What follows belongs to an exercise in optimizing a design on an open flow for small area; a production flow would make more cautious choices.
In this exercise RTL edits were held to simulation tests only and were not proved equivalent to the original.
No activity file was given, so power comes from the tool's default toggle rates.

<file path="design.v">
module UART_rcv(clk,rst_n,RX,clr_rdy,rdy,is_g,is_s);
  input clk,rst_n;
  input RX;
  input clr_rdy;
  output reg rdy;
  output reg is_g, is_s;
  localparam [11:0] B_HALF = 12'hCEE;    
  localparam [11:0] B_FULL = 12'h000;    
  localparam [11:0] B_ZERO = 12'h1B1;
  localparam [7:0] CH_G = 8'h67, CH_S = 8'h73;
  reg rx_ff1, rx_ff2;
  reg [3:0] bit_cnt;       
  reg [11:0] baud;
  wire idle  = bit_cnt[3] & bit_cnt[1] & bit_cnt[0];
  wire last  = bit_cnt[3] & bit_cnt[1] & ~bit_cnt[0];
  wire recv  = ~(bit_cnt[3] & bit_cnt[1]);
  wire start = idle & ~rx_ff2;
  wire shift = recv & (baud == B_ZERO);
  wire [3:0] bit_inc;
  rc_inc #(4) ibc(.a(bit_cnt), .ci(1'b1), .s(bit_inc), .co());
  always_ff @(posedge clk or negedge rst_n)
    if (!rst_n) begin
      rx_ff1 <= 1'b1;
      rx_ff2 <= 1'b1;
    end else begin
      rx_ff1 <= RX;
      rx_ff2 <= rx_ff1;
    end
  always_ff @(posedge clk or negedge rst_n)
    if (!rst_n)
      bit_cnt <= 4'd11;
    else if (start)
      bit_cnt <= 4'd0;
    else if (shift)
      bit_cnt <= bit_inc;
    else if (last)
      bit_cnt <= 4'd11;
  always_ff @(posedge clk)
    if (start)
      baud <= B_HALF;
    else if (shift)
      baud <= B_FULL;
    else
      baud <= {baud[10:0], ~(baud[11] ^ baud[5] ^ baud[3] ^ baud[0])};
  reg eg, es;
  always_comb
    case (bit_cnt)
      4'd1: begin eg = CH_G[0]; es = CH_S[0]; end
      4'd2: begin eg = CH_G[1]; es = CH_S[1]; end
      4'd3: begin eg = CH_G[2]; es = CH_S[2]; end
      4'd4: begin eg = CH_G[3]; es = CH_S[3]; end
      4'd5: begin eg = CH_G[4]; es = CH_S[4]; end
      4'd6: begin eg = CH_G[5]; es = CH_S[5]; end
      4'd7: begin eg = CH_G[6]; es = CH_S[6]; end
      4'd8: begin eg = CH_G[7]; es = CH_S[7]; end
      default: begin eg = rx_ff2; es = rx_ff2; end    
    endcase
  always_ff @(posedge clk)
    if (start) begin
      is_g <= 1'b1;
      is_s <= 1'b1;
    end else if (shift) begin
      is_g <= is_g & (rx_ff2 == eg);
      is_s <= is_s & (rx_ff2 == es);
    end
  always_ff @(posedge clk or negedge rst_n)
    if (!rst_n)
      rdy <= 1'b0;
    else if (start || clr_rdy)
      rdy <= 1'b0;
    else if (last)
      rdy <= 1'b1;
endmodule
module Auth_blk (clk,rst_n,RX,rider_off,pwr_up);
  input rider_off;
  input RX;
  input clk;
  input rst_n;
  output logic pwr_up;
  logic rx_rdy, is_g, is_s;
  logic clr_rx_rdy;
  UART_rcv receiver(.clk(clk), .rst_n(rst_n), .RX(RX), .clr_rdy(clr_rx_rdy), .rdy(rx_rdy),
                    .is_g(is_g), .is_s(is_s));
  typedef enum reg [1:0] {OFF, PWR1, PWR2} state_t;
  state_t state, nxt_state;
  wire got_g = is_g & rx_rdy;
  wire got_s = is_s & rx_rdy;
  always_ff @(posedge clk, negedge rst_n)
    if (!rst_n)
      state <= OFF;
    else
      state <= nxt_state;
  always_comb begin
    pwr_up = 0;
    clr_rx_rdy = 0;
    nxt_state = OFF;
    case (state)
      OFF: if (got_g) begin
             clr_rx_rdy = 1;
             nxt_state = PWR1;
           end
      PWR1: begin
        pwr_up = 1;
        if (rider_off) begin
          clr_rx_rdy = 1;
          nxt_state = OFF;
        end else if (got_s) begin
          clr_rx_rdy = 1;
          nxt_state = PWR2;
        end else
          nxt_state = PWR1;
      end
      PWR2: begin
        pwr_up = 1;
        if (!rider_off && got_g) begin
          clr_rx_rdy = 1;
          nxt_state = PWR1;
        end else if (rider_off) begin
          clr_rx_rdy = 1;
          nxt_state = OFF;
        end else
          nxt_state = PWR2;
      end
      default: nxt_state = OFF;
    endcase
  end
endmodule
module SPI_mstr16(clk,rst_n,wrt,SS_n,SCLK,p,sc,smpl,shft);
  input clk, rst_n, wrt;
  output logic SS_n;
  output SCLK;
  output [4:0] p, sc;
  output smpl, shft;
  logic [9:0] cnt;
  wire [9:0] cnt_inc;
  rc_inc #(10) inc(.a(cnt), .ci(1'b1), .s(cnt_inc), .co());
  assign SCLK = cnt[4];
  assign p = cnt[9:5];
  assign sc = cnt[4:0];
  wire run = ~SS_n & ~cnt[9];                   
  assign smpl = run & (cnt[4:0] == 5'd15);      
  assign shft = run & (&cnt[4:0]);              
  wire last = ~SS_n & (cnt == 10'h1FF);
  always_ff @(posedge clk)
    if (SS_n)
      cnt <= 10'h3F7;
    else
      cnt <= cnt_inc;
  always_ff @(posedge clk, negedge rst_n)
    if (!rst_n)
      SS_n <= 1'b1;
    else if (SS_n) begin
      if (wrt) SS_n <= 1'b0;
    end else if (last)
      SS_n <= 1'b1;
endmodule
module inertial_integrator(clk,rst_n,vld,rd_lo,n_rt_lo,n_rt_hi,n_AZ,p,j,fus_go,ptch,ptch_nxt);
  input clk,rst_n,vld,rd_lo;
  input [7:0] n_rt_lo, n_rt_hi;
  input [15:0] n_AZ;
  input [4:0] p, j;
  input fus_go;
  output [15:0] ptch;
  output [15:0] ptch_nxt;         
  logic [26:0] ptch_int;
  assign ptch = ptch_int[26:11];
  logic k1, k2;
  wire [7:0] lo, lsum;
  wire lc, lk;
  rc_add #(8) a0(.a(n_rt_lo), .b(8'hC2), .ci(1'b0), .s(lo), .co(lc));
  rc_add #(8) a1(.a(ptch_int[7:0]), .b(lo), .ci(1'b1), .s(lsum), .co(lk));
  always_ff @(posedge clk)
    if (rd_lo) begin
      k1 <= lc;
      k2 <= lk;
    end
  always_ff @(posedge clk, negedge rst_n)
    if (!rst_n)
      ptch_int[7:0] <= 8'h0;
    else if (rd_lo)
      ptch_int[7:0] <= lsum;
  logic [7:0] dl;           
  logic [2:0] cy;           
  logic cx;                 
  logic fus;
  wire init = p[4];                          
  wire az = ~n_AZ[j[3:0]];
  wire kb = (j == 5'd7) | (j == 5'd8);
  wire xj = j[4] ? dl[0] : (az ^ kb ^ cx);   
  wire cxn = (az & kb) | (cx & (az ^ kb));
  reg yb;                                    
  always_comb
    if (j < 5'd13)
      yb = 1'b0;
    else if (j > 5'd28)
      yb = ~ptch[15];
    else
      yb = ~ptch[j[3:0] + 4'd3];
  wire s1 = xj ^ dl[0] ^ dl[1];
  wire k1s = (xj & dl[0]) | (dl[1] & (xj ^ dl[0]));
  wire s2 = dl[5] ^ dl[7] ^ yb;
  wire k2s = (dl[5] & dl[7]) | (yb & (dl[5] ^ dl[7]));
  wire ob = s1 ^ s2 ^ cy[0];
  wire k3 = (s1 & s2) | (cy[0] & (s1 ^ s2));
  wire s4 = k1s ^ k2s ^ k3;
  wire k4 = (k1s & k2s) | (k3 & (k1s ^ k2s));
  wire h0 = s4 ^ cy[1];
  wire k5 = s4 & cy[1];
  wire f1 = k4 ^ k5 ^ cy[2];
  wire k6 = (k4 & k5) | (cy[2] & (k4 ^ k5));
  always_ff @(posedge clk)
    if (init) begin
      dl <= 8'h0;
      cy <= 3'h0;
      cx <= 1'b0;
    end else begin
      dl <= {dl[6:0], xj};
      cy <= {k6, f1, h0};
      cx <= cxn;
    end
  always_ff @(posedge clk)
    if (fus_go & (p == 5'd0) & (&j))
      fus <= ~ob;
  wire [7:0] nh;
  rc_add #(8) a5(.a(n_rt_hi), .b(8'h03), .ci(k1), .s(nh), .co());
  wire [8:0] e;
  rc_add #(9) a6(.a({nh[7], nh}), .b(fus ? 9'h002 : 9'h1FE), .ci(1'b0), .s(e), .co());
  wire [18:0] nxt;
  rc_add #(19) a7(.a(ptch_int[26:8]), .b({{10{e[8]}}, e}), .ci(k2), .s(nxt), .co());
  assign ptch_nxt = nxt[18:3];
  always_ff @(posedge clk, negedge rst_n)
    if (!rst_n)
      ptch_int[26:8] <= 19'h0;
    else if (vld)
      ptch_int[26:8] <= nxt;
endmodule
module inert_intf(clk,rst_n,tmr,vld,ptch,ptch_nxt,SS_n,SCLK,MOSI,MISO,INT);
  input clk,rst_n;
  input [11:0] tmr;                
  input MISO,INT;
  output logic vld;
  output SS_n,SCLK,MOSI;
  output [15:0] ptch;
  output [15:0] ptch_nxt;
  logic [7:0] hold_pitchH, hold_AZH;      
  logic INT_ff1, INT_ff2;
  logic wrt, done;
  logic rd_ptchL, rd_ptchH, rd_AZL, rd_AZH;
  logic MISO_smpl;
  logic [7:0] rx;                  
  logic [3:0] txi;                 
  logic smpl, shft;
  logic [15:0] cmd;
  typedef enum logic [3:0] {INIT1,INIT2,INIT3,INIT4,WAIT,READ1,READ2,READ3,READ4} state_t;
  state_t state, nextState;
  always_ff @(posedge clk) begin
    INT_ff1 <= INT;
    INT_ff2 <= INT_ff1;
  end
  logic [4:0] p, sc;
  SPI_mstr16 spi(.clk(clk), .rst_n(rst_n), .wrt(wrt), .SS_n(SS_n), .SCLK(SCLK), .p(p), .sc(sc),
                 .smpl(smpl), .shft(shft));
  assign done = SS_n;
  always_ff @(posedge clk)
    if (smpl) MISO_smpl <= MISO;
  wire [3:0] txi_inc;
  rc_inc #(4) itx(.a(txi), .ci(1'b1), .s(txi_inc), .co());
  always_ff @(posedge clk)
    if (wrt & ~SS_n)
      rx <= 8'hFF;
    else if (shft)
      rx <= {rx[6:0], ~MISO_smpl};
  always_ff @(posedge clk, negedge rst_n)
    if (!rst_n)
      txi <= 4'h0;
    else if (wrt)
      txi <= 4'h0;
    else if (shft | ((state == INIT1) & (&tmr)))
      txi <= txi_inc;
  always_comb
    case (state)
      INIT2: cmd = 16'h0D02;
      INIT3: cmd = 16'h1053;
      INIT4: cmd = 16'h1150;
      WAIT:  cmd = 16'h1460;
      READ1: cmd = 16'hA200;
      READ2: cmd = 16'hA300;
      READ3: cmd = 16'hAC00;
      default: cmd = 16'hAD00;
    endcase
  assign MOSI = cmd[~txi];
  always_ff @(posedge clk)
    if (rd_ptchH) hold_pitchH <= rx;
  always_ff @(posedge clk, negedge rst_n)
    if (!rst_n)
      hold_AZH <= 8'hFF;
    else if (rd_AZH)
      hold_AZH <= rx;
  always_ff @(posedge clk, negedge rst_n)
    if (!rst_n)
      state <= INIT1;
    else
      state <= nextState;
  wire t10 = &tmr[9:0];
  always_comb begin
    wrt = 0;
    vld = 0;
    rd_ptchL = 0;
    rd_ptchH = 0;
    rd_AZL = 0;
    rd_AZH = 0;
    nextState = state;
    case (state)
      INIT1: if ((&txi) & (&tmr[11:10]) & t10) begin nextState = INIT2; wrt = 1; end
      INIT2: if (t10) begin nextState = INIT3; wrt = 1; end
      INIT3: if (t10) begin nextState = INIT4; wrt = 1; end
      INIT4: if (t10) begin nextState = WAIT; wrt = 1; end
      WAIT:  if (INT_ff2) begin nextState = READ1; wrt = 1; end
      READ1: if (done) begin rd_ptchL = 1; wrt = 1; nextState = READ2; end
      READ2: if (done) begin rd_ptchH = 1; wrt = 1; nextState = READ3; end
      READ3: if (done) begin rd_AZL = 1; wrt = 1; nextState = READ4; end
      READ4: if (done) begin rd_AZH = 1; vld = 1; nextState = WAIT; end
      default: nextState = INIT1;
    endcase
  end
  wire fus_go = (state == READ4) & ~SS_n;
  inertial_integrator integrator_DUT(.clk(clk), .rst_n(rst_n), .vld(vld), .rd_lo(rd_ptchL),
      .n_rt_lo(rx), .n_rt_hi(hold_pitchH), .n_AZ({hold_AZH,rx}), .p(p), .j(sc), .fus_go(fus_go),
      .ptch(ptch), .ptch_nxt(ptch_nxt));
endmodule
module balance_cntrl(clk,rst_n,vld,ptch,ptch_nxt,ld_cell_diff,cnt,lft_pwm,lft_rev,
                     rght_pwm,rght_rev,rider_off,en_steer,pwr_up);
  input clk,rst_n;
  input vld;
  input [15:0] ptch;
  input [15:0] ptch_nxt;           
  input [8:0] ld_cell_diff;       
  input rider_off;
  input en_steer;
  input pwr_up;
  input [10:0] cnt;               
  output lft_pwm;                  
  output lft_rev;
  output rght_pwm;                 
  output rght_rev;
  logic [17:0] integrator;
  logic [9:0] tempI;
  logic [6:0] dsat;                
  wire [9:0] err = ptch[15] ? (&ptch[14:9] ? ptch[9:0] : 10'h200)
                            : (|ptch[14:9] ? 10'h1FF : ptch[9:0]);
  wire [9:0] err_nxt = ptch_nxt[15] ? (&ptch_nxt[14:9] ? ptch_nxt[9:0] : 10'h200)
                                    : (|ptch_nxt[14:9] ? 10'h1FF : ptch_nxt[9:0]);
  wire [17:0] isum;
  rc_add #(18) ai(.a(integrator), .b({{8{err[9]}}, err}), .ci(1'b0), .s(isum), .co());
  wire ov = (err[9] == integrator[17]) & (err[9] != isum[17]);
  always_ff @(posedge clk, negedge rst_n)
    if (!rst_n)
      integrator <= 18'h0;
    else if (rider_off | ~pwr_up)
      integrator <= 18'h0;
    else if (vld & ~ov)
      integrator <= isum;
  wire [9:0] dd;
  rc_add #(10) ad(.a(err_nxt), .b(~tempI), .ci(1'b1), .s(dd), .co());
  wire [6:0] dsat_nxt = (dd[9] & ~&dd[8:6]) ? 7'h40 : (~dd[9] & |dd[8:6]) ? 7'h3F : dd[6:0];
  always_ff @(posedge clk, negedge rst_n)
    if (!rst_n) begin
      tempI <= 10'h0;
      dsat <= 7'h0;
    end else if (vld) begin
      tempI <= err;
      dsat <= dsat_nxt;
    end
  wire [15:0] ds = {{9{dsat[6]}}, dsat};
  wire [15:0] es = {{6{err[9]}}, err};
  wire [15:0] p14, pi, cs_s, cs_c, pid;
  rc_add #(16) ap(.a(es << 4), .b(~(es << 1)), .ci(1'b1), .s(p14), .co());
  rc_add #(16) aq(.a(p14), .b(integrator[17:2]), .ci(1'b0), .s(pi), .co());
  wire [15:0] d4 = ds << 2, d16 = ds << 4;
  assign cs_s = pi ^ d4 ^ d16;
  assign cs_c = (pi & d4) | (d16 & (pi ^ d4));
  rc_add #(16) ar(.a(cs_s), .b({cs_c[14:0], 1'b0}), .ci(1'b0), .s(pid), .co());
  wire [15:0] st = en_steer ? {{7{ld_cell_diff[8]}}, ld_cell_diff} : 16'h0;
  wire [15:0] lt, rt;
  rc_add #(16) al(.a(pid), .b(~st), .ci(1'b1), .s(lt), .co());
  rc_add #(16) ab(.a(pid), .b(st), .ci(1'b0), .s(rt), .co());
  shape shl(.t(lt), .pwr_up(pwr_up), .cnt(cnt), .pwm(lft_pwm), .rev(lft_rev));
  shape shr(.t(rt), .pwr_up(pwr_up), .cnt(cnt), .pwm(rght_pwm), .rev(rght_rev));
endmodule
module shape(input [15:0] t, input pwr_up, input [10:0] cnt, output pwm, output rev);
  wire neg = t[15];
  wire [15:0] x = t ^ {16{neg}};                      
  wire big = |x[15:11];
  wire ge_sat, ge_lo, rv_x;
  rc_ge #(11) c1(.a(x[10:0]), .b(neg ? 11'd1067 : 11'd1068), .ge(ge_sat));
  rc_ge #(7) c2(.a(x[6:0]), .b(neg ? 7'd69 : 7'd70), .ge(ge_lo));
  rc_ge #(15) c3(.a(x[14:0]), .b(15'd31788), .ge(rv_x));     
  wire sat = big | ge_sat;                            
  wire sml = ~big & ~|x[10:7] & ~ge_lo;               
  wire [6:0] a7;
  rc_inc #(7) ia(.a(x[6:0]), .ci(neg), .s(a7), .co());
  wire [10:0] opa = sml ? {a7, 4'h0} : x[10:0];
  wire [10:0] opb = sml ? ~{4'h0, a7} : 11'd980;
  wire ci = sml | neg;
  wire [10:0] nc = ~cnt;
  wire [10:0] cs_s = opa ^ opb ^ nc;
  wire [10:0] cs_c = (opa & opb) | (nc & (opa ^ opb));
  wire [10:0] cb = {cs_c[9:0], ci};
  wire [11:0] cc;
  assign cc[0] = 1'b0;
  genvar i;
  generate for (i = 0; i < 11; i = i + 1) begin : g
    assign cc[i+1] = (cs_s[i] & cb[i]) | (cc[i] & (cs_s[i] | cb[i]));
  end endgenerate
  wire hi = cc[11];
  assign pwm = pwr_up & (sat ? ~&cnt : sml ? (hi & cs_c[10]) : (hi | cs_c[10]));
  assign rev = neg ^ rv_x;
endmodule
module steer_en(clk,rst_n,lft_ld,rght_ld,en_steer,rider_off,ld_cell_diff);
  input clk;
  input rst_n;
  input [11:0] lft_ld;
  input [11:0] rght_ld;
  output logic en_steer;
  output logic rider_off;
  output [8:0] ld_cell_diff;       
  wire [11:0] dif, sum;
  wire nb, sc;
  rc_add #(12) ad(.a(lft_ld), .b(~rght_ld), .ci(1'b1), .s(dif), .co(nb));    
  rc_add #(12) as(.a(lft_ld), .b(rght_ld), .ci(1'b0), .s(sum), .co(sc));
  assign ld_cell_diff = dif[11:3];
  wire sum_gt_min = |sum[11:9];
  wire s_le_32r;
  rc_ge #(13) g1(.a({rght_ld[7:0], 5'h0}), .b({sc, sum}), .ge(s_le_32r));
  wire diff_gt_15_16 = ~nb | (~|rght_ld[11:8] & ~s_le_32r);
  wire d_ge;
  rc_ge #(12) g2(.a(dif), .b({1'b0, sc, sum[11:2]}), .ge(d_ge));
  wire diff_lt_1_4 = nb & ~d_ge;
  localparam [15:0] T_FULL = 16'hD577;
  logic [15:0] timer;
  logic clr_tmr;
  wire tmr_full = (timer == T_FULL);
  always_ff @(posedge clk)
    if (clr_tmr)
      timer <= 16'h0;
    else
      timer <= {timer[14:0], ~(timer[15] ^ timer[14] ^ timer[12] ^ timer[3])};
  typedef enum logic [1:0] {IDLE, WAIT, STEER} state_t;
  state_t state, nextState;
  always_ff @(posedge clk, negedge rst_n)
    if (!rst_n)
      state <= IDLE;
    else
      state <= nextState;
  always_comb begin
    clr_tmr = 0;
    en_steer = 0;
    rider_off = 0;
    nextState = IDLE;
    case (state)
      IDLE:
        if (sum_gt_min) begin
          nextState = WAIT;
          clr_tmr = 1;
        end
      WAIT:
        if (!sum_gt_min) begin
          nextState = IDLE;
          rider_off = 1;
        end else if (diff_lt_1_4) begin
          nextState = WAIT;
          clr_tmr = 1;
        end else if (tmr_full)
          nextState = STEER;
        else
          nextState = WAIT;
      STEER: begin
        en_steer = 1;
        if (!sum_gt_min) begin
          nextState = IDLE;
          rider_off = 1;
        end else if (diff_gt_15_16) begin
          clr_tmr = 1;
          nextState = WAIT;
        end else
          nextState = STEER;
      end
      default:
        nextState = IDLE;
    endcase
  end
endmodule
module PWM11(PWM_sig, on, clk, rst_n);
  input clk, rst_n;
  input on;                        
  output reg PWM_sig;
  reg Q;
  always @(posedge clk)
    Q <= on;
  always @(posedge clk or negedge rst_n)
    if (!rst_n)
      PWM_sig <= 1'b0;
    else
      PWM_sig <= Q;
endmodule
module mtr_drv(input clk, rst_n, lft_rev, rght_rev, input lft_on, input rght_on,
               output [11:0] tmr,
               output logic PWM_rev_lft, PWM_frwrd_lft, PWM_rev_rght, PWM_frwrd_rght);
  logic [11:0] cnt;
  wire [11:0] cnt_inc;
  rc_inc #(12) inc(.a(cnt), .ci(1'b1), .s(cnt_inc), .co());
  always_ff @(posedge clk, negedge rst_n)
    if (!rst_n)
      cnt <= 12'h0;
    else
      cnt <= cnt_inc;
  assign tmr = cnt;
  logic PWM_sig_left, PWM_sig_right;
  PWM11 pwm_left(.clk(clk), .rst_n(rst_n), .on(lft_on), .PWM_sig(PWM_sig_left));
  PWM11 pwm_right(.clk(clk), .rst_n(rst_n), .on(rght_on), .PWM_sig(PWM_sig_right));
  assign PWM_rev_lft = lft_rev & PWM_sig_left;
  assign PWM_rev_rght = rght_rev & PWM_sig_right;
  assign PWM_frwrd_lft = ~lft_rev & PWM_sig_left;
  assign PWM_frwrd_rght = ~rght_rev & PWM_sig_right;
endmodule
module A2D_intf(clk, rst_n, nxt, lft_ld, rght_ld, SS_n, SCLK, MOSI, MISO);
  input clk, rst_n, nxt;
  input MISO;
  output logic [11:0] lft_ld, rght_ld;
  output SS_n, SCLK, MOSI;
  logic wrt, done, update;
  logic [1:0] counter;
  logic [11:0] rx;
  logic [4:0] p;
  logic smpl;
  typedef enum logic [1:0] {IDLE, TELL, READ} state_t;
  state_t state, nxt_state;
  SPI_mstr16 spi(.clk(clk), .rst_n(rst_n), .wrt(wrt), .SS_n(SS_n), .SCLK(SCLK), .p(p), .sc(),
                 .smpl(smpl), .shft());
  assign done = SS_n;
  always_ff @(posedge clk)
    if (smpl) rx <= {rx[10:0], MISO};
  assign MOSI = (p == 5'd2) & (counter != 2'd0) | (p == 5'd4) & (counter == 2'd2);
  always_ff @(posedge clk, negedge rst_n)
    if (!rst_n)
      state <= IDLE;
    else
      state <= nxt_state;
  always_comb begin
    wrt = 0;
    update = 0;
    nxt_state = state;
    case (state)
      IDLE: if (nxt) begin wrt = 1; nxt_state = TELL; end
      TELL: if (done) begin wrt = 1; nxt_state = READ; end
      READ: if (done) begin update = 1; nxt_state = IDLE; end
      default: nxt_state = IDLE;
    endcase
  end
  always_ff @(posedge clk, negedge rst_n)
    if (!rst_n) begin
      lft_ld <= 12'h0;
      rght_ld <= 12'h0;
    end else if (update) begin
      if (counter == 2'd0) lft_ld <= rx;
      if (counter == 2'd1) rght_ld <= rx;
    end
  always_ff @(posedge clk, negedge rst_n)
    if (!rst_n)
      counter <= 2'd0;
    else if (update)
      counter <= (counter == 2'd2) ? 2'd0 : {counter[0], ~counter[0] & ~counter[1]};
endmodule
module reset_synch(RST_n, clk, rst_n);
input RST_n, clk;
output reg rst_n;
reg int_rst;
always @(negedge clk or negedge RST_n) begin
	if(!RST_n)
		int_rst <= 1'b0;
	else
		int_rst <= 1'b1;
end
always @(negedge clk or negedge RST_n) begin
	if(!RST_n)
		rst_n <= 1'b0;
	else
		rst_n <= int_rst;
end
endmodule
module Segway(clk,RST_n,INERT_SS_n,INERT_MOSI,
              INERT_SCLK,INERT_MISO,A2D_SS_n,A2D_MOSI,A2D_SCLK,
              A2D_MISO,PWM_rev_rght,PWM_frwrd_rght,PWM_rev_lft,
              PWM_frwrd_lft,INT,RX);
  input clk,RST_n;
  input INERT_MISO;
  input A2D_MISO;
  input INT;
  input RX;
  output A2D_SS_n, INERT_SS_n;
  output A2D_MOSI, INERT_MOSI;
  output A2D_SCLK, INERT_SCLK;
  output PWM_rev_rght, PWM_frwrd_rght;
  output PWM_rev_lft, PWM_frwrd_lft;
  wire rst_n;
  wire [11:0] lft_ld, rght_ld;
  wire lft_on, rght_on;
  wire lft_rev, rght_rev;
  wire rider_off, pwr_up, en_steer;
  wire vld;
  wire [15:0] ptch, ptch_nxt;
  wire [8:0] ld_cell_diff;
  wire [11:0] tmr;                       
  reset_synch iRST(.clk(clk),.RST_n(RST_n),.rst_n(rst_n));
  Auth_blk auth(.clk(clk), .rst_n(rst_n), .RX(RX), .rider_off(rider_off), .pwr_up(pwr_up));
  inert_intf inert(.clk(clk), .rst_n(rst_n), .tmr(tmr), .vld(vld), .ptch(ptch), .ptch_nxt(ptch_nxt),
                   .SS_n(INERT_SS_n), .SCLK(INERT_SCLK), .MOSI(INERT_MOSI), .MISO(INERT_MISO), .INT(INT));
  balance_cntrl blctrl(.clk(clk), .rst_n(rst_n), .vld(vld), .ptch(ptch), .ptch_nxt(ptch_nxt), .ld_cell_diff(ld_cell_diff),
                       .cnt(tmr[10:0]), .lft_pwm(lft_on), .lft_rev(lft_rev), .rght_pwm(rght_on), .rght_rev(rght_rev),
                       .rider_off(rider_off), .en_steer(en_steer), .pwr_up(pwr_up));
  steer_en steer(.clk(clk), .rst_n(rst_n), .lft_ld(lft_ld), .rght_ld(rght_ld),
                 .en_steer(en_steer), .rider_off(rider_off), .ld_cell_diff(ld_cell_diff));
  mtr_drv mtr(.clk(clk), .rst_n(rst_n), .tmr(tmr), .lft_on(lft_on), .lft_rev(lft_rev),
              .rght_on(rght_on), .rght_rev(rght_rev),
              .PWM_rev_lft(PWM_rev_lft), .PWM_frwrd_lft(PWM_frwrd_lft),
              .PWM_rev_rght(PWM_rev_rght), .PWM_frwrd_rght(PWM_frwrd_rght));
  A2D_intf A2D(.clk(clk), .rst_n(rst_n), .nxt(vld), .lft_ld(lft_ld), .rght_ld(rght_ld),
               .SS_n(A2D_SS_n), .SCLK(A2D_SCLK), .MOSI(A2D_MOSI), .MISO(A2D_MISO));
endmodule
module rc_add #(parameter N = 8) (input [N-1:0] a, input [N-1:0] b, input ci,
                                  output [N-1:0] s, output co);
  wire [N:0] c;
  assign c[0] = ci;
  genvar i;
  generate for (i = 0; i < N; i = i + 1) begin : g
    assign s[i] = a[i] ^ b[i] ^ c[i];
    assign c[i+1] = (a[i] & b[i]) | (c[i] & (a[i] ^ b[i]));
  end endgenerate
  assign co = c[N];
endmodule
module rc_inc #(parameter N = 8) (input [N-1:0] a, input ci, output [N-1:0] s, output co);
  wire [N:0] c;
  assign c[0] = ci;
  genvar i;
  generate for (i = 0; i < N; i = i + 1) begin : g
    assign s[i] = a[i] ^ c[i];
    assign c[i+1] = a[i] & c[i];
  end endgenerate
  assign co = c[N];
endmodule
module rc_ge #(parameter N = 8) (input [N-1:0] a, input [N-1:0] b, output ge);
  wire [N:0] c;
  assign c[0] = 1'b1;
  genvar i;
  generate for (i = 0; i < N; i = i + 1) begin : g
    assign c[i+1] = (a[i] & ~b[i]) | (c[i] & (a[i] | ~b[i]));
  end endgenerate
  assign ge = c[N];
endmodule
</file>
<file path="flow/run.sh">
#!/bin/bash
# Standard layout flow; only the clock tree options differ: no dummy loads
# are added to balance the clock tree, and leaf buffers are clkbuf_8.
set -e
export CTS_ARGS="-sink_clustering_enable -repair_clock_nets -dont_use_dummy_load -buf_list sky130_fd_sc_hd__clkbuf_8 -sink_clustering_size 16 -sink_clustering_max_diameter 60"
bash standard.sh > standard.log 2>&1
</file>
<file path="standard.sh">
#!/bin/bash
# synth_recipe.tcl (not shown) runs the flow's synth.tcl, then flattens the netlist and writes it again
# the make line also repeats each setting of config.mk as NAME=value (left out here)
make -C /OpenROAD-flow-scripts/flow DESIGN_CONFIG=/design/flow/config.mk WORK_HOME=/design/flow/orfs CLKGATE_MAP_FILE= SYNTH_SCRIPT=/design/flow/synth_recipe.tcl "${@:-finish}"
</file>
<file path="config.mk">
export PLATFORM = sky130hd
export DESIGN_NAME = Segway
export DESIGN_NICKNAME = Segway
export VERILOG_FILES = /design/flow/design.v
export SDC_FILE = /design/flow/constraint.sdc
export NUM_CORES = 4
export LEC_CHECK = 0
export CAP_MARGIN = 20
export CORE_MARGIN = 2
export CORE_UTILIZATION = 70
export CTS_BUF_LIST = sky130_fd_sc_hd__clkbuf_8
export GPL_TIMING_DRIVEN = 0
export PLACE_DENSITY = 0.85
export SLEW_MARGIN = 20
</file>
<file path="constraint.sdc">
create_clock -name core_clock -period 16.0 [get_ports {clk}]
set_input_delay 3.2000 -clock core_clock [delete_from_list [all_inputs] [get_ports {clk}]]
set_output_delay 3.2000 -clock core_clock [all_outputs]
set_load 0.01 [all_outputs]
</file>
==> notes.md, run 1 <==
* Detailed Place HPWL at 25900 µm
* Footprint of the multi-input gates at roughly 9300 µm²
* Antenna viol nets, final at 0
* Largest cells by area after synthesis: fa_1 19%, dfrtp_1 19%, dfxtp_1 9.4%
* Fin crit period at 15390 ps
* Launching element type of the critical path: register
* Syn avg cell area at ~10 µm²
* CP max stage cell: a21oi_1
* DRT iter0 DRCs at 649
* I/O Buffers at 15
* Ys flop type: dfrtp_1
* Routed via count at 11200
* Largest net degree at the start of global routing at 20
* FMAX at 0.0650 GHz
* EDFF count, synth at 24
* Endpoints failing hold at 0
* CP required at 12800 ps
* Postcts setup bufs at 0
* H-tree Lvls at 1
* Post-synth ARST share at 0.579
* Share of layout cells above drive strength 1 at 0.0716
* Vias in the first global route at 11700
* Peak supply drop at 75.0 µV
* Crit path DAT at about 12000 ps
* Clk latency of the worst-skew pair at 590 ps
* Fin nets at 1849
* Syn nets at around 1800
* DR WL met2 at 17000 µm
* Seq/Total Area, Yosys at 0.356
* Pre-antenna DRT Iters at 6
* CP most frequent cell: fa_1
* Ant diodes at 0
* Ys Warns at 11
* Final Max Slew Viols at 0
* Synthesis-to-finish area growth at 6.12%
* Count leader, synth: nand2_1
* Total Power at approximately 0.92 mW
* Unrepaired setup endpoints after global routing: no
* Share of the synthesized area in the top cell type at 0.194
* Lkg Pwr at 7.91 nW
* # clock sinks at 233
* Routability-driven placement congestion ratio at 0.878
* Clock transition at path regs at ~80 ps
* Most instantiated cells after synthesis: 223 x nand2_1, 183 x inv_1, 152 x fa_1, 118 x dfrtp_1, 110 x ha_1
* Setup TNS at 0 ps
* Final WL at 33300 µm
* Fin crit share at 0.962
* Uppermost routed layer: met4
* Fill cells at 1383
* Die Y at around 150 µm
* Post-Synthesis Cells at 1533
* Wl on met1 at 13600 µm
* Worst setup path class: register to primary output
* Register area at 5600 µm²
* Tot GR Track Use at 0.296
* Starting Density at 0.716
* Hold slack at 301 ps
* Die area at 23700 µm²
* Post-CTS Resized at 0
* Root Buffer: clkbuf_8
* Met3 wire length at 1640 µm
* Cts bufs inserted at 22
* Slowest stage delay, CP at 750 ps
* CP Buf/Inv Count at 10
* Drt wl/cell at around 18 µm
* Post-synth top area cell: fa_1
* Synth cell types at 79
* Clk buf depth at 3
* DR DRC count at 0
* Die Wd at 154 µm
* Hold_buf cts at 0
* FF+latch count, synth at between 200 and 250
* First-pass GRT wire length at ~57000 µm
* CP Capture Type: primary output
* Final setup violation count at 0
* IO Pins at 16
* Core ar. at around 22000 µm²
* Max Cap Viol at 0
* HP Class: register to register
* Slew HR at 0.420
* PD cells at 55.4 nW/µm²
* CTS tree: built
* Status: complete, no violations
* Mapped Area at 15700 µm²
* Initial antenna violation count at 0
* Maximum fanout along the worst path at 10
* Slew @ Worst Pin at 870 ps
* Worst clock skew at around 110 ps
* Top Family by Delay on Critical Path: adder cells
* Num rows at 54
* GRT overflow at 0
* Vias per cell at between 6 and 7
[layout make-up]
type                            instances  share of cell area
Buffer                                 41             0.00982
Clock buffer                           22              0.0181
Inverter                              185              0.0418
Multi-Input combinational cell       1074               0.555
Sequential cell                       233               0.336
Tap cell                              280              0.0210
Timing Repair Buffer                   24              0.0184
[state kept, by name (all words and copies together), names as in the netlist, 8 cells and up]
name and flops:
mtr.cnt 12, A2D.spi.cnt 10, inert.rx 8, inert.integrator_DUT.ptch_int 27, A2D.rx 12, inert.hold_pitchH 8, blctrl.integrator 18, A2D.lft_ld 12
inert.spi.cnt 10, auth.receiver.baud 12, inert.hold_AZH 8, inert.integrator_DUT.dl 8, steer.timer 16, blctrl.tempI 10, A2D.rght_ld 12
[layout by cell type (no fill, tap or decap), drive strengths merged, types with 9 or more instances in the layout]
cell / Yosys / layout
a21oi: 67 / 67
a22o: 9 / 9
a31oi: 10 / 10
and2: 24 / 24
and3: 10 / 10
buf: 7 / 16
clkbuf: 34 / 56
clkdlybuf4s50: 0 / 15
dfrtp: 118 / 118
dfstp: 15 / 15
dfxtp: 74 / 74
edfxtp: 24 / 24
fa: 152 / 152
ha: 110 / 110
inv: 184 / 184
mux2: 22 / 22
mux2i: 11 / 11
mux4: 10 / 10
nand2: 224 / 224
nand2b: 22 / 22
nand3: 17 / 17
nand4: 9 / 9
nor2: 65 / 65
nor2b: 22 / 22
nor3: 16 / 16
o21ai: 90 / 90
or2: 20 / 20
xnor2: 29 / 29
xor2: 16 / 16
[layer usage]
layer | vias up | GRT usage
li1 | 5168 | -
met2 | 330 | 0.520
met3 | 79 | 0.0364
met1 | 5600 | 0.386
met5 | - | 0
met4 | 0 | 0.103
[path summary, 6_finish.rpt]
kind                                              startpoint               endpoint  slack, ps  depth (start not counted)
min                                             iRST.int_rst             iRST.rst_n        300                          0
min in group asynchronous                         iRST.rst_n  blctrl.integrator[11]       8260                          1
max                        inert.integrator_DUT.ptch_int[26]           PWM_rev_rght        610                         40
max in group asynchronous                              RST_n             iRST.rst_n       5140                          1
max reg2reg                          inert.integrator_DUT.k1         blctrl.dsat[0]       1170                         42
min reg2reg                                     iRST.int_rst             iRST.rst_n        300                          0
[per-stage QoR]
stage | area, µm² | instances | utilization | setup slack (ps)
floorplan | 15700 | 1533 | - | 2430
global placement | 16200 | 1828 | 0.739 | 1320
detailed placement | 16400 | 1837 | 0.746 | 1170
CTS | 16700 | 1859 | 0.760 | 549
global route | 16700 | 1859 | 0.760 | 44.4
finish | 16700 | 1859 | 0.760 | 606
[cells by family after synthesis]
logic type                 after synthesis  share of synthesized area
DFF                                    233                      0.356
AOI/OAI and AO/OA                      252                     0.0977
other                                    1                   0.000239
and+or+nand+nor                        464                      0.140
xor gates and xnor gates                47                     0.0286
adders and majority gates              267                      0.284
buffers and inverters                  226                     0.0548
muxes                                   43                     0.0381
[report_power, final]
part           switching, mW  internal [mW]  total, mW  leakage, nW
combinational        0.00784        0.00491     0.0128         5.11
clock                  0.194          0.123      0.316        0.158
sequential          0.000565          0.594      0.595         2.64
==> run 2, diff against run 1 <==
--- a/config.mk
+++ b/config.mk
@@ -7,8 +7,8 @@
 export LEC_CHECK = 0
 export CAP_MARGIN = 20
 export CORE_MARGIN = 2
-export CORE_UTILIZATION = 70
+export CORE_UTILIZATION = 60
 export CTS_BUF_LIST = sky130_fd_sc_hd__clkbuf_8
 export GPL_TIMING_DRIVEN = 0
-export PLACE_DENSITY = 0.85
+export PLACE_DENSITY = 0.75
 export SLEW_MARGIN = 20
==> notes.md, run 2 <==
* FMAX at 0.0653 GHz (+0.49%)
* Synthesis-to-finish area growth at 6.57%
* Post-synth top area cell: fa_1
* Tot GR Track Use at 0.240 (-0.0567)
* Core ar. at 25900 µm² (+18%)
* Slew HR at 0.299 (-0.121)
* Lkg Pwr at 7.92 nW (about the same)
* CP Capture Type: primary output
* Fin nets at 1849 (unchanged)
* Placed cell areas at 16400 µm² (+0.35%)
* Ys Warns at 11 (unchanged)
* Detailed Place HPWL at 24900 µm (-3.8%)
* EDFF count, synth at 24 (unchanged)
* I/O Buffers at 15 (unchanged)
* Vias in the first global route at 11400 (-2.9%)
* Final setup violation count at 0 (unchanged)
* CTS tree: built
* GRT overflow at 0 (unchanged)
* DR DRC count at 0 (unchanged)
* Max Cap Viol at 0 (unchanged)
* Endpoints failing hold at 0 (unchanged)
* Footprint of the multi-input gates at 9260 µm² (unchanged)
* Initial antenna violation count at 0 (unchanged)
* CP required at 12800 ps (about the same)
* Die area at 27500 µm² (+16%)
* H-tree Lvls at 1 (unchanged)
* Unrepaired setup endpoints after global routing: no
* Share of the synthesized area in the top cell type at 0.194 (unchanged)
* PnR worst setup slack at 682 ps (+75.7 ps)
* Largest regs: inert.integrator_DUT.ptch_int (27), blctrl.integrator (18), steer.timer (16)
* Count leader, synth: nand2_1
* Most instantiated cells after synthesis: 223 x nand2_1, 183 x inv_1, 152 x fa_1, 118 x dfrtp_1, 110 x ha_1
* Status: complete, no violations
* Commonest cells after routing, fill and taps aside: 223 x nand2_1, 183 x inv_1, 152 x fa_1
* Fill cells at 2075 (+50%)
* Final Instance Area at 16800 µm² (+0.43%)
* Fin crit share at 0.957 (-0.00473)
* Die Y at 166 µm (+7.8%)
* Routed via count at 10800 (-3.1%)
* Largest cells by area after synthesis: fa_1 19%, dfrtp_1 19%, dfxtp_1 9.4%
* Met3 Track Usage GR at 0.0276 (-0.00871)
* Vias per cell at 5.66 (-5.9%)
* Routability-driven placement congestion ratio at 0.849 (-3.3%)
* Register area at 5600 µm² (unchanged)
* Die Wd at 166 µm (+7.8%)
* Mapped Area at 15700 µm² (unchanged)
* Commonest non-fill, non-tap cell in the layout: nand2_1
* Peak supply drop at 50.9 µV (-32%)
* GR Util met2 at 0.421 (-0.0988)
* Maximum fanout along the worst path at 10 (unchanged)
* Largest Register: inert.integrator_DUT.ptch_int
* Postcts setup bufs at 0 (unchanged)
* Seq/Total Area, Yosys at 0.356 (unchanged)
* Ys flop type: dfrtp_1
* Clk latency of the worst-skew pair at 570 ps (-20 ps)
* Post-Synthesis Cells at 1533 (unchanged)
* Fin crit period at 15320 ps (-75.7 ps)
* Crit path DAT at 12120 ps (-70 ps)
* # clock sinks at 233 (unchanged)
* IO Pins at 16 (unchanged)
* PD cells at 55.3 nW/µm² (-0.17%)
* Total Power at 0.926 mW (+0.25%)
* Worst clock skew at 57.0 ps (-52.2 ps)
* Drt wl/cell at 16.5 µm (-7.7%)
* Final WL at 31600 µm (-5.0%)
* Synth cell types at 79 (unchanged)
* Num rows at 59 (+9.3%)
* CP max stage cell: fa_1
* FF+latch count, synth at 233 (unchanged)
* Syn nets at 1801 (unchanged)
* Starting Density at 0.607 (-0.109)
* Slew @ Worst Pin at 1050 ps (+178 ps)
* Pre-antenna DRT Iters at 5 (-1)
* Clk buf depth at 3 (unchanged)
* Setup TNS at 0 ps (unchanged)
* DRT iter0 DRCs at 607 (-6.5%)
* Largest net degree at the start of global routing at 18 (-10%)
* First-pass GRT wire length at 55100 µm (-2.6%)
* Final Max Slew Viols at 0 (unchanged)
* HP Class: register to register
* Worst setup path class: register to primary output
* CP most frequent cell: fa_1
* Share of layout cells above drive strength 1 at 0.0716 (unchanged)
* Clock transition at path regs at 90 ps (about the same)
* Ant diodes at 0 (unchanged)
* Cts bufs inserted at 23 (+4.5%)
* Root Buffer: clkbuf_8
* DP Worst Slack at 1130 ps (-33.8 ps)
* Routing usage on met1 at 0.325 (-0.0611)
* Post-synth ARST share at 0.579 (unchanged)
* Launching element type of the critical path: register
* Gr busiest metal: met2
* Largest register FFs at 27 (unchanged)
* Syn avg cell area at 10.3 µm² (unchanged)
* Slowest stage delay, CP at 570 ps (-180 ps)
* Top Family by Delay on Critical Path: adder cells
* Antenna viol nets, final at 0 (unchanged)
* CP Buf/Inv Count at 4 (-6)
[run 2: cell counts after synthesis]
No cell type changed its count.
[run 2: repair_timing]
action | in CTS | in global routing
hold buffers | 0 | 0
resized for setup | 0 | 1
setup endpoints to repair | 0 | 1
[run 2: path summary, 6_finish.rpt]
kind	startpoint	endpoint	slack (ps)	depth (start not counted)
max	A2D.rght_ld[0]	PWM_rev_rght	680	33
min in group asynchronous	iRST.rst_n	blctrl.integrator[9]	8320	0
max in group asynchronous	RST_n	iRST.rst_n	5130	1
max reg2reg	inert.integrator_DUT.k1	blctrl.dsat[3]	1340	42
min reg2reg	iRST.int_rst	iRST.rst_n	300	0
min	iRST.int_rst	iRST.rst_n	300	0
[run 2: per-stage QoR]
step	hold slack, ps	std cells	utilization
after detailed placement	305	1891	0.634
after global routing	320	1914	0.647
after floorplan	292	1533	-
after global placement	297	1883	0.629
after CTS	305	1914	0.647
final	300	1914	0.647
[run 2: power by group]
part,switching (mW),internal (mW),total (mW),leakage (nW)
clock network,0.191,0.128,0.319,0.165
registers,0.00127,0.594,0.596,2.64
logic,0.00701,0.00465,0.0117,5.11
total,0.199,0.727,0.926,7.92
[run 2: final cells by class]
cell class | count | share of cell area
Inverter | 185 | 0.0416
Tap cell | 335 | 0.0250
Timing Repair Buffer | 23 | 0.0176
Clock buffer | 23 | 0.0189
Multi-Input combinational cell | 1074 | 0.553
Buffer | 41 | 0.00978
Sequential cell | 233 | 0.334
[run 2: per-layer routing]
metal  up-vias  share of wire
met5         -              0
met2       193           0.51
li1       5173              -
met1      5432           0.44
met4         0          0.012
met3        33          0.037
[run 2: cells by family (layout without fill, tap and decap cells)]
group           count (synthesis)  in the layout  synth area share
xor+xnor                       47             47            0.0286
compound gates                252            252            0.0977
buf+inv                       226            272            0.0548
flops                         233            233             0.356
other cells                     1              1          0.000239
fa+ha+maj                     267            267             0.284
simple gates                  464            464             0.140
mux                            43             43            0.0381
==> run 3, diff against run 2 <==
==> flow/run.sh (replaced) <==
#!/bin/bash
# Standard layout flow; only the clock tree options differ: no dummy loads
# are added to balance the clock tree, and leaf buffers are clkbuf_8.
set -e
export CTS_ARGS="-sink_clustering_enable -repair_clock_nets -dont_use_dummy_load -buf_list sky130_fd_sc_hd__clkbuf_4 -sink_clustering_size 8 -sink_clustering_max_diameter 40"
bash standard.sh > standard.log 2>&1
==> notes.md, run 3 <==
* CP required at 12800 ps (about the same)
* Worst clock skew at 128 ps (+70.5 ps)
* PD cells at 54.9 nW/µm² (-0.68%)
* Num rows at 59 (unchanged)
* H-tree Lvls at 2 (+1)
* Largest cells by area after synthesis: fa_1 19%, dfrtp_1 19%, dfxtp_1 9.4%
* CP max stage cell: fa_1
* Seq/Total Area, Yosys at 0.356 (unchanged)
* Crit path DAT at 12170 ps (+50 ps)
* Top Family by Delay on Critical Path: adder cells
* Maximum fanout along the worst path at 10 (unchanged)
* Fin nets at 1866 (+0.92%)
* DP Worst Slack at 1130 ps (unchanged)
* Slew @ Worst Pin at 1060 ps (+11.5 ps)
* Detailed Place HPWL at 24900 µm (unchanged)
* CP Capture Type: primary output
* Synthesis-to-finish area growth at 6.51% (about the same)
* Root Buffer: clkbuf_4
* Syn avg cell area at 10.3 µm² (unchanged)
* Critical path depth in cells at 33 (unchanged)
* Commonest cells after routing, fill and taps aside: 223 x nand2_1, 183 x inv_1, 152 x fa_1
* Die area at 27500 µm² (unchanged)
* Die Y at 166 µm (unchanged)
* Die Wd at 166 µm (unchanged)
* Largest regs: inert.integrator_DUT.ptch_int (27), blctrl.integrator (18), steer.timer (16)
* Drt wl/cell at 16.5 µm (-0.12%)
* Final setup violation count at 0 (unchanged)
* Routed via count at 10900 (+0.78%)
* Status: complete, no violations
* Starting Density at 0.607 (unchanged)
* Synth cell types at 79 (unchanged)
* Fin crit share at 0.961 (+0.00334)
* Lkg Pwr at 7.94 nW (+0.24%)
* CTS tree: built
* Peak supply drop at 54.5 µV (+7.2%)
* Ys flop type: dfrtp_1
* Dpl cells at 1891 (unchanged)
* Setup TNS at 0 ps (unchanged)
* Core ar. at 25900 µm² (unchanged)
* Worst r2r src: inert.integrator_DUT.k1
* Endpoints failing hold at 0 (unchanged)
* Launching element type of the critical path: register
* Antenna viol nets, final at 0 (unchanged)
* Clock transition at path regs at 80 ps (about the same)
* Worst Setup SP: A2D.rght_ld[0]
* Post-synth ARST share at 0.579 (unchanged)
* Register area at 5600 µm² (unchanged)
* Final Max Slew Viols at 0 (unchanged)
* GRT overflow at 0 (unchanged)
* Worst setup path class: register to primary output
* Flop2flop setup slack at 1250 ps (-90 ps)
* CP most frequent cell: fa_1
* HP Class: register to register
* Commonest non-fill, non-tap cell in the layout: nand2_1
* Finished Layout Cells at 1932 (+0.94%)
* First-pass GRT wire length at 55600 µm (+1.0%)
* FF+latch count, synth at 233 (unchanged)
* PnR worst setup slack at 628 ps (-53.5 ps)
* Clk latency of the worst-skew pair at 670 ps (+100 ps)
* Ys Warns at 11 (unchanged)
* Share of the synthesized area in the top cell type at 0.194 (unchanged)
* Final WL at 31800 µm (+0.82%)
* Post-synth top area cell: fa_1
* Unrepaired setup endpoints after global routing: no
* Largest net degree at the start of global routing at 18 (unchanged)
* Footprint of the multi-input gates at 9270 µm² (about the same)
* Layout Utilization at 0.646 (about the same)
* Reg2reg path depth at 43 (+2.4%)
* Slowest stage delay, CP at 570 ps (about the same)
* Pre-antenna DRT Iters at 5 (unchanged)
* Max Cap Viol at 0 (unchanged)
* Most instantiated cells after synthesis: 223 x nand2_1, 183 x inv_1, 152 x fa_1, 118 x dfrtp_1, 110 x ha_1
* Initial antenna violation count at 1 (+1)
* Fill cells at 2084 (+0.43%)
* CP Buf/Inv Count at 4 (unchanged)
* Tot GR Track Use at 0.243 (+0.00340)
* DR DRC count at 0 (unchanged)
* Largest Register: inert.integrator_DUT.ptch_int
* Routability-driven placement congestion ratio at 0.849 (unchanged)
* Clk buf depth at 3 (unchanged)
* FMAX at 0.0651 GHz (-0.35%)
* Crit path capture: PWM_rev_rght
* DRT iter0 DRCs at 516 (-15%)
* Count leader, synth: nand2_1
* Vias per cell at 5.65 (-0.16%)
* Worst R2R End: blctrl.dsat[0]
* EDFF count, synth at 24 (unchanged)
* # clock sinks at 233 (unchanged)
* Fin crit period at 15370 ps (+53.5 ps)
* IO Pins at 16 (unchanged)
* Largest register FFs at 27 (unchanged)
* Cts bufs inserted at 40 (+74%)
* Mapped Area at 15700 µm² (unchanged)
* I/O Buffers at 15 (unchanged)
* Slew HR at 0.292 (-0.00767)
* Hold_buf cts at 0 (unchanged)
* Vias in the first global route at 11600 (+1.7%)
* Post-Synthesis Cells at 1533 (unchanged)
* Share of layout cells above drive strength 1 at 0.0821 (+0.0105)
* Syn nets at 1801 (unchanged)
-- run 3: layout make-up --
type / instances / area share
buffer: 41 / 0.00979
multi-input combinational: 1074 / 0.553
sequential: 233 / 0.334
inverter: 185 / 0.0416
clock buffer: 40 / 0.0179
antenna: 1 / 0.000149
timing repair buffer: 23 / 0.0176
tap: 335 / 0.0250
-- run 3: per-stage QoR --
step	power (mW)	cell area, µm²	hold slack [ps]
CTS	0.932	16700	305
global placement	0.615	16300	297
global route	0.957	16700	320
detailed placement	0.620	16400	305
finish	0.919	16700	300
floorplan	0.612	15700	292
-- run 3: per-layer routing --
layer	GRT usage	vias up	part of all wire
li1	-	5221	-
met1	0.325	5440	0.44
met2	0.422	195	0.50
met3	0.0324	59	0.037
met4	0.0643	0	0.020
met5	0	-	0
-- run 3: cells by family after synthesis --
family / share of synthesized area
XOR/XNOR: 0.0286
multiplexers: 0.0381
AO/OA/AOI/OAI: 0.0977
AND/OR/NAND/NOR: 0.140
flip-flops: 0.356
adder cells (fa/ha/maj): 0.284
buffers and inverters: 0.0548
other: 0.000239
-- run 3: worst reg2reg max path, delay by kind of cell (launching register included) --
family / cells / cell delay, ps
compound gates: 4 / 1160
xor+xnor: 4 / 980
simple gates: 2 / 150
fa+ha+maj: 29 / 11660
flops: 1 / 360
buf+inv: 4 / 240
-- run 3: repair_timing --
item,in CTS,in global routing
resized for setup,0,2
buffers inserted,0,0
endpoints found under the setup margin,0,1
-- run 3: power by group --
group / leakage (nW) / switching (mW) / internal (mW)
registers: 2.64 / 0.00127 / 0.594
clock network: 0.184 / 0.198 / 0.115
logic: 5.11 / 0.00695 / 0.00465
total: 7.94 / 0.206 / 0.714
-- run 3: how the worst min path moves through the flow --
stage          slack [ps]  cells past startpoint          to          from
6_report              300                      0  iRST.rst_n  iRST.int_rst
2_1_floorplan         290                      0  iRST.rst_n  iRST.int_rst
3_5_place_dp          310                      0  iRST.rst_n  iRST.int_rst
4_1_cts               310                      0  iRST.rst_n  iRST.int_rst
5_1_grt               320                      0  iRST.rst_n  iRST.int_rst
3_3_place_gp          300                      0  iRST.rst_n  iRST.int_rst
==> run 4, diff against run 3 <==
==> flow/run.sh (replaced) <==
#!/bin/bash
# Standard layout flow; only the clock tree options differ: no dummy loads
# are added to balance the clock tree, and leaf buffers are clkbuf_8.
set -e
export CTS_ARGS="-sink_clustering_enable -repair_clock_nets -dont_use_dummy_load -buf_list sky130_fd_sc_hd__clkbuf_8 -sink_clustering_size 20 -sink_clustering_max_diameter 60"
bash standard.sh > standard.log 2>&1
==> notes.md, run 4 <==
* Syn avg cell area at 10.3 µm² (unchanged)
* Synth Area in Adders at 0.284 (unchanged)
* EDFF count, synth at 24 (unchanged)
* Register area at 5600 µm² (unchanged)
* Largest net degree at the start of global routing at 21 (+3)
* PD cells at 54.8 nW/µm² (-0.13%)
* Share of layout cells above drive strength 1 at 0.0710 (-0.0111)
* Net Sw Frac at 0.214 (-0.0100)
* Hold_buf cts at 0 (unchanged)
* Crit path DAT at 12120 ps (-50 ps)
* Worst Setup SP: A2D.rght_ld[0]
* Unrepaired setup endpoints after global routing: no
* Worst setup path class: register to primary output
* Routability-driven placement congestion ratio at 0.849 (unchanged)
* Die Wd at 166 µm (unchanged)
* Slew HR at 0.296 (+0.00455)
* Share of the synthesized area in the top cell type at 0.194 (unchanged)
* Antenna viol nets, final at 0 (unchanged)
* Post-Synthesis Cells at 1533 (unchanged)
* Root Buffer: clkbuf_8
* Post-synth ARST share at 0.579 (unchanged)
* Initial antenna violation count at 0 (-1)
* FF+latch count, synth at 233 (unchanged)
* CP most frequent cell: fa_1
* Routed via count at 10800 (-0.79%)
* Synth cell types at 79 (unchanged)
* Endpoints failing hold at 0 (unchanged)
* CP max stage cell: fa_1
* Die Y at 166 µm (unchanged)
* Ys flop type: dfrtp_1
* Drt wl/cell at 16.4 µm (-0.20%)
* Detailed Place HPWL at 24900 µm (unchanged)
* Reg2reg path depth at 42 (-2.3%)
* Clk latency of the worst-skew pair at 560 ps (-110 ps)
* Clk pwr share at 0.338 (-0.002)
* Postcts setup bufs at 0 (unchanged)
* DR DRC count at 0 (unchanged)
* Launching element type of the critical path: register
* Status: complete, no violations
* Maximum fanout along the worst path at 10 (unchanged)
* Starting Density at 0.607 (unchanged)
* Tot GR Track Use at 0.239 (-0.00382)
* Mapped Area at 15700 µm² (unchanged)
* Clk buf depth at 3 (unchanged)
* Dpl cells at 1891 (unchanged)
* First-pass GRT wire length at 54900 µm (-1.2%)
* Peak supply drop at 54.2 µV (-0.71%)
* Fin crit share at 0.958 (-0.00313)
* Compound-cell area share of the yosys netlist at 0.0977 (unchanged)
* Sequential share of power at 0.649 (about the same)
* Slew @ Worst Pin at 1050 ps (-6.80 ps)
* Seq/Total Area, Yosys at 0.356 (unchanged)
* Largest regs: inert.integrator_DUT.ptch_int (27), blctrl.integrator (18), steer.timer (16)
* Synth Area in XOR/XNOR at 0.0286 (unchanged)
* DRT iter0 DRCs at 578 (+12%)
* Most instantiated cells after synthesis: 223 x nand2_1, 183 x inv_1, 152 x fa_1, 118 x dfrtp_1, 110 x ha_1
* Worst R2R End: blctrl.dsat[3]
* Synthesis-to-finish area growth at 6.49% (about the same)
* Slowest stage delay, CP at 570 ps (about the same)
* Main combinational cell family by area after synthesis: adder cells
* Internal power at 0.722 mW (+1.1%)
* Commonest cells after routing, fill and taps aside: 223 x nand2_1, 183 x inv_1, 152 x fa_1
* Die area at 27500 µm² (unchanged)
* Lkg Pwr at 7.91 nW (-0.33%)
* Finished Layout Cells at 1913 (-0.98%)
* Post-synthesis simple-gate area fraction at 0.140 (unchanged)
* Syn nets at 1801 (unchanged)
* Cts bufs inserted at 22 (-45%)
* Largest Register: inert.integrator_DUT.ptch_int
* Ant diodes at 0 (-1)
* CTS tree: built
* Final setup violation count at 0 (unchanged)
* Largest cells by area after synthesis: fa_1 19%, dfrtp_1 19%, dfxtp_1 9.4%
* H-tree Lvls at 1 (-1)
* CP required at 12800 ps (about the same)
* Core ar. at 25900 µm² (unchanged)
* FMAX at 0.0653 GHz (+0.33%)
* GRT overflow at 0 (unchanged)
* Worst clock skew at 58.4 ps (-69.1 ps)
* CP Capture Type: primary output
* Crit path capture: PWM_rev_rght
* HP Class: register to register
* Final WL at 31500 µm (-1.2%)
* Worst r2r src: inert.integrator_DUT.k1
* Max Cap Viol at 0 (unchanged)
* Largest register FFs at 27 (unchanged)
* Layout Utilization at 0.646 (about the same)
* Commonest non-fill, non-tap cell in the layout: nand2_1
* IO Pins at 16 (unchanged)
* Pre-antenna DRT Iters at 5 (unchanged)
* Vias per cell at 5.66 (+0.20%)
* P_sw at 0.196 mW (-4.6%)
* Num rows at 59 (unchanged)
* # clock sinks at 233 (unchanged)
* Footprint of the multi-input gates at 9260 µm² (about the same)
* Mux cell area share after synthesis at 0.0381 (unchanged)
* Post-CTS Resized at 0 (unchanged)
* Count leader, synth: nand2_1
* Final Max Slew Viols at 0 (unchanged)
* Fin crit period at 15320 ps (-50.0 ps)
* I/O Buffers at 15 (unchanged)
* Flop2flop setup slack at 1310 ps (+60 ps)
* Setup TNS at 0 ps (unchanged)
* Fill cells at 2069 (-0.72%)
* Fin nets at 1848 (-0.96%)
* Clock transition at path regs at 100 ps (+20 ps)
* Vias in the first global route at 11400 (-1.4%)
* Ys Warns at 11 (unchanged)
* Post-synth top area cell: fa_1
* Logic pwr share at 0.013 (about the same)
## run 4: kinds of logic after synthesis
group                      Yosys count
DFF                                233
and+or+nand+nor                    464
xor gates and xnor gates            47
adders and majority gates          267
other                                1
muxes                               43
buffers and inverters              226
AOI/OAI and AO/OA                  252
## run 4: area by class of cell
cell class	instances	share of cell area
plain buffers	41	0.00979
clock buffers	22	0.0181
inverters	185	0.0416
multi-input cells	1074	0.553
flip-flops and latches	233	0.334
well taps	335	0.0250
repair buffers	23	0.0176
## run 4: critical path, delay by kind of cell (launching register included)
| kind | cells | cell delay [ps] |
|---|---|---|
| adders and majority gates | 19 | 7760 |
| AOI/OAI and AO/OA | 4 | 980 |
| and+or+nand+nor | 5 | 950 |
| DFF | 1 | 470 |
| xor gates and xnor gates | 1 | 530 |
| buffers and inverters | 4 | 870 |
## run 4: power groups by stage
| stage | clock network (mW) | logic [mW] | registers, mW |
|---|---|---|---|
| global placement | 0 | 0.00160 | 0.614 |
| floorplan | 0 | 0.000297 | 0.612 |
| CTS | 0.321 | 0.0122 | 0.596 |
| finish | 0.311 | 0.0117 | 0.596 |
| global route | 0.344 | 0.0134 | 0.596 |
| detailed placement | 0 | 0.0121 | 0.608 |
## run 4: per-stage QoR
step	worst slack [ps]	cell area (µm²)	power, mW	hold WS (ps)
global route	78.7	16700	0.953	320
CTS	544	16700	0.929	305
finish	678	16700	0.918	300
floorplan	2430	15700	0.612	292
detailed placement	1130	16400	0.620	305
global placement	1290	16300	0.615	297
## run 4: metal layers
| metal | vias up | GRT usage | share of wire | wire, µm |
|---|---|---|---|---|
| met4 | 0 | 0.0495 | 0.011 | 355 |
| li1 | 5168 | - | - | - |
| met3 | 30 | 0.0296 | 0.037 | 1160 |
| met5 | - | 0 | 0 | 0 |
| met2 | 210 | 0.420 | 0.51 | 16000 |
| met1 | 5421 | 0.324 | 0.44 | 14000 |
## run 4: worst min path at each step
stage / from / endpoint / slack [ps] / cells after the start
after global placement: iRST.int_rst / iRST.rst_n / 300 / 0
after floorplan: iRST.int_rst / iRST.rst_n / 290 / 0
after global routing: iRST.int_rst / iRST.rst_n / 320 / 0
after CTS: iRST.int_rst / iRST.rst_n / 310 / 0
after detailed placement: iRST.int_rst / iRST.rst_n / 310 / 0
final: iRST.int_rst / iRST.rst_n / 300 / 0
